From an optimization exercise on the open Yosys and OpenROAD flow, aimed at small area, a short achievable clock period and few clock cycles per item; shortcuts taken in it are not production practice. At most, simulation tests tie the RTL to the original design; equivalence was not proved.

T:
==> flow/design.v (excerpt) <==
module bitcoin_miner (
  input wire clk,
  input wire rst,
  input wire start,
  input wire [255:0] first_block_hash,
  input wire [127:0] second_block,
  input wire [255:0] target,
  input wire [31:0]  max_nonce,
  output reg running,
  output reg found,
  output reg [31:0] nonce
  );
clock: 8.5 ns
lec_check: 0
abc_area: 1
cap_margin: 20
core_margin: 2
core_utilization: 40
cts_cluster_diameter: 80
cts_cluster_size: 24
setup_slack_margin: 4.0
slew_margin: 20
synth_hierarchical: 1
standard.sh (not shown) runs the stock make flow with config.mk's settings and CLKGATE_MAP_FILE= SYNTH_SCRIPT=/design/flow/synth_recipe.tcl, a recipe that flattens the netlist after the stock synthesis.
==> flow/flow/run.sh <==
#!/bin/bash
# The standard layout, with the port buffers made of the smallest
# buffer cell instead of the flow's default delay buffer.
set -euo pipefail
bash standard.sh "BUFFER_PORTS_ARGS=-buffer_cell sky130_fd_sc_hd__buf_1" finish > standard.log 2>&1
T reached the final stage; the timing, design-rule and antenna checks on its layout passed.
Changes in Q relative to T:
diff --git a/flow/design.v b/flow/design.v
--- a/flow/design.v
+++ b/flow/design.v
@@ -136,23 +136,23 @@
   );
   localparam [255:0] IV = {
     32'h6a09e667, 32'hbb67ae85, 32'h3c6ef372, 32'ha54ff53a,
     32'h510e527f, 32'h9b05688c, 32'h1f83d9ab, 32'h5be0cd19};
   localparam [1:0] PH_IDLE = 2'd0;
   localparam [1:0] PH_RF   = 2'd1;
   localparam [1:0] PH_H1   = 2'd2;
   localparam [1:0] PH_H2   = 2'd3;
   reg [1:0] phase;
   reg [6:0] rnd;
   reg [31:0] kreg;
-  reg hi_eq, hi_lt, lo_eq, lo_lt, reject;
+  reg hi_eq, hi_lt, lo_eq, lo_lt;
   reg [3:0] sel_t;
   reg [31:0] op_a, op_e;
   reg last_nonce;
   reg [31:0] a, b, c, d, e, f, g, h;
   reg [511:0] w;
   function [31:0] bswap;
     input [31:0] x;
     bswap = {x[7:0], x[15:8], x[23:16], x[31:24]};
   endfunction
   function [31:0] word;
     input [255:0] v;
@@ -206,57 +206,66 @@
   wire hi_w_eq = v_hi == t_hi;
   wire lo_w_lt = v_lo < t_lo;
   wire lo_w_eq = v_lo == t_lo;
   wire first_w = sel_t[0];
   wire hi_lt_n = first_w ? hi_w_lt : (hi_lt | (hi_eq & hi_w_lt));
   wire hi_eq_n = first_w ? hi_w_eq : (hi_eq & hi_w_eq);
   wire lo_lt_n = first_w ? lo_w_lt : (lo_lt | (lo_eq & lo_w_lt));
   wire lo_eq_n = first_w ? lo_w_eq : (lo_eq & lo_w_eq);
   always @(posedge clk) begin
     hi_lt <= hi_lt_n; hi_eq <= hi_eq_n;
     lo_lt <= lo_lt_n; lo_eq <= lo_eq_n;
-    if (first_w) reject <= ~(hi_w_lt | hi_w_eq);
   end
   wire hit = hi_lt | (hi_eq & (lo_lt | lo_eq));
   wire in_h1 = (phase == PH_H1);
   wire in_h2 = (phase == PH_H2);
   wire in_rf = (phase == PH_RF);
-  wire r62 = (rnd == 7'd62);
+  wire r61 = (rnd == 7'd61);
+  wire r63 = (rnd == 7'd63);
   wire r64 = (rnd == 7'd64);
   wire r65 = (rnd == 7'd65);
   wire [31:0] nonce_inc = nonce + {31'd0, in_h2};
-  wire early_end = in_h2 & r62 & reject;            
+  reg load_h1, load_iv, early_stop;
+  wire rej_now = first_w & ~(hi_w_lt | hi_w_eq);
+  always @(posedge clk) begin
+    if (rst) begin
+      load_h1 <= 1'b0;
+      load_iv <= 1'b0;
+      early_stop <= 1'b0;
+    end else begin
+      load_h1 <= (in_h2 & r61 & rej_now & ~last_nonce) | (in_rf & r61);
+      load_iv <= in_h1 & r63;
+      early_stop <= in_h2 & r61 & rej_now & last_nonce;
+    end
+  end
   wire full_end  = in_h2 & r65;                     
-  wire load_h1   = (early_end & ~last_nonce) | (in_rf & r62);
   wire to_rf     = full_end & ~hit & ~last_nonce;
-  wire stop      = (early_end & last_nonce) | (full_end & (hit | last_nonce));
-  wire load_iv   = in_h1 & r64;
+  wire stop      = early_stop | (full_end & (hit | last_nonce));
   wire start_ok  = (phase == PH_IDLE) & start;
   wire [6:0] rnd_inc = rnd + 7'd1;
   reg [6:0] rnd_nxt;
   always @* begin
     if (load_h1 | load_iv) rnd_nxt = 7'd0;
     else if (to_rf | start_ok) rnd_nxt = 7'd48;
     else rnd_nxt = rnd_inc;
   end
   wire [31:0] k_inc;
   sha256_k u_k (.idx(rnd_inc[5:0]), .k(k_inc));
-  wire [1:0] phase_nxt_h = load_h1 ? PH_H1 : load_iv ? PH_H2 : phase;
-  wire ff_nxt = (rnd_nxt >= 7'd61) & (rnd_nxt <= 7'd64);
+  wire ff_nxt = phase[1] & ~load_h1 & ~load_iv & (rnd_inc >= 7'd61) & (rnd_inc <= 7'd64);
   reg [3:0] sel_nxt;
   reg [31:0] op_a_nxt, op_e_nxt;
   always @* begin
     op_a_nxt = 32'h0; op_e_nxt = 32'h0;
     for (k = 0; k < 4; k = k + 1) begin
-      sel_nxt[k] = ff_nxt & (rnd_nxt[1:0] == ((k + 1) & 3));
-      if (phase_nxt_h == PH_H1) begin
+      sel_nxt[k] = ff_nxt & (rnd_inc[1:0] == ((k + 1) & 3));
+      if (in_h1) begin
         op_a_nxt = op_a_nxt | ({32{sel_nxt[k]}} & word(first_block_hash, 3 - k));
         op_e_nxt = op_e_nxt | ({32{sel_nxt[k]}} & word(first_block_hash, 7 - k));
       end else begin
         op_a_nxt = op_a_nxt | ({32{sel_nxt[k]}} & word(IV, 3 - k));
         op_e_nxt = op_e_nxt | ({32{sel_nxt[k]}} & word(IV, 7 - k));
       end
     end
   end
   always @(posedge clk) begin
     rnd <= rnd_nxt;
     kreg <= (load_h1 | load_iv) ? 32'h428a2f98 : k_inc;
@@ -280,23 +289,23 @@
       if (load_iv) phase <= PH_H2;
       if (to_rf) phase <= PH_RF;
       if (stop) begin
         phase <= PH_IDLE;
         running <= 1'b0;
         found <= full_end & hit;
       end
     end
   end
   always @(posedge clk) begin
     if (start_ok) nonce <= bswap(second_block[31:0]);
-    else if ((early_end & ~last_nonce) | to_rf) nonce <= nonce_inc;
+    else if ((load_h1 & in_h2) | to_rf) nonce <= nonce_inc;
   end
   always @(posedge clk) begin
     if (load_h1) begin
       {a, b, c, d, e, f, g, h} <= first_block_hash;
     end else if (load_iv) begin
       {a, b, c, d, e, f, g, h} <= IV;
     end else begin
       a <= a_new; b <= a; c <= b; d <= c;
       e <= e_new; f <= e; g <= f; h <= g;
     end
   end
Results
Q finished every stage and its layout cleared the timing, design-rule and antenna checks.
Detailed-routing iteration count for the pre-antenna-repair pass: Q < T
In Q relative to T, area occupied by multi-input gates had gone down by a few percent.
Diff T -> Q | post-detailed-route wirelength per cell | decrease of about 1.8%
Buffer share of cell area: Q vs T down 0.34 points
T vs Q, destination of the critical timing path: a[23] vs e[23]
Q vs. T: count of cells along the worst register-to-register path grew by 2, number of buffers created by CTS shrank by 7, utilization shrank by 0.80 points.
From Q to T, final routed DRC violation total did not move at all.
Q: smallest hold slack 0.018 ns above T
Testbench counts of Q, summed over its fixed seeds: cycles 242,107, nonces 1,887.
The RTL of T was laid out without a check of its function.

==> what the ideal ports hide <==
How much do the figures lean on ideal ports? The routed layouts below were timed once more, with nothing changed but the port constraints. Step 1 (the two cells are an assumption about what drives the block):
set clk [get_ports {clk}]
set_driving_cell -lib_cell sky130_fd_sc_hd__clkbuf_16 $clk
set_driving_cell -lib_cell sky130_fd_sc_hd__buf_2 [delete_from_list [all_inputs] $clk]
Step 2 times the ports against the registers' clock, not the clock port: input delays grow and output delays shrink by t, the midpoint of the rising clock arrivals with the driver on. a / b / c = ideal / step 1 / step 2; a / b = the first two.
run	shift t [ns]	setup slack, ns	hold slack, ns	cell pins on the clock port's net
T	0.765	3.883 / 3.883 / 3.287	0.302 / 0.302 / 0.302	1
Q	0.803	4.000 / 4.000 / 3.997	0.319 / 0.319 / 0.319	1
After both steps setup and hold are still met in every run listed. For T, which loses most, drivers alone change the setup slack by 0.000 ns; drivers and shift together by -0.596 ns.
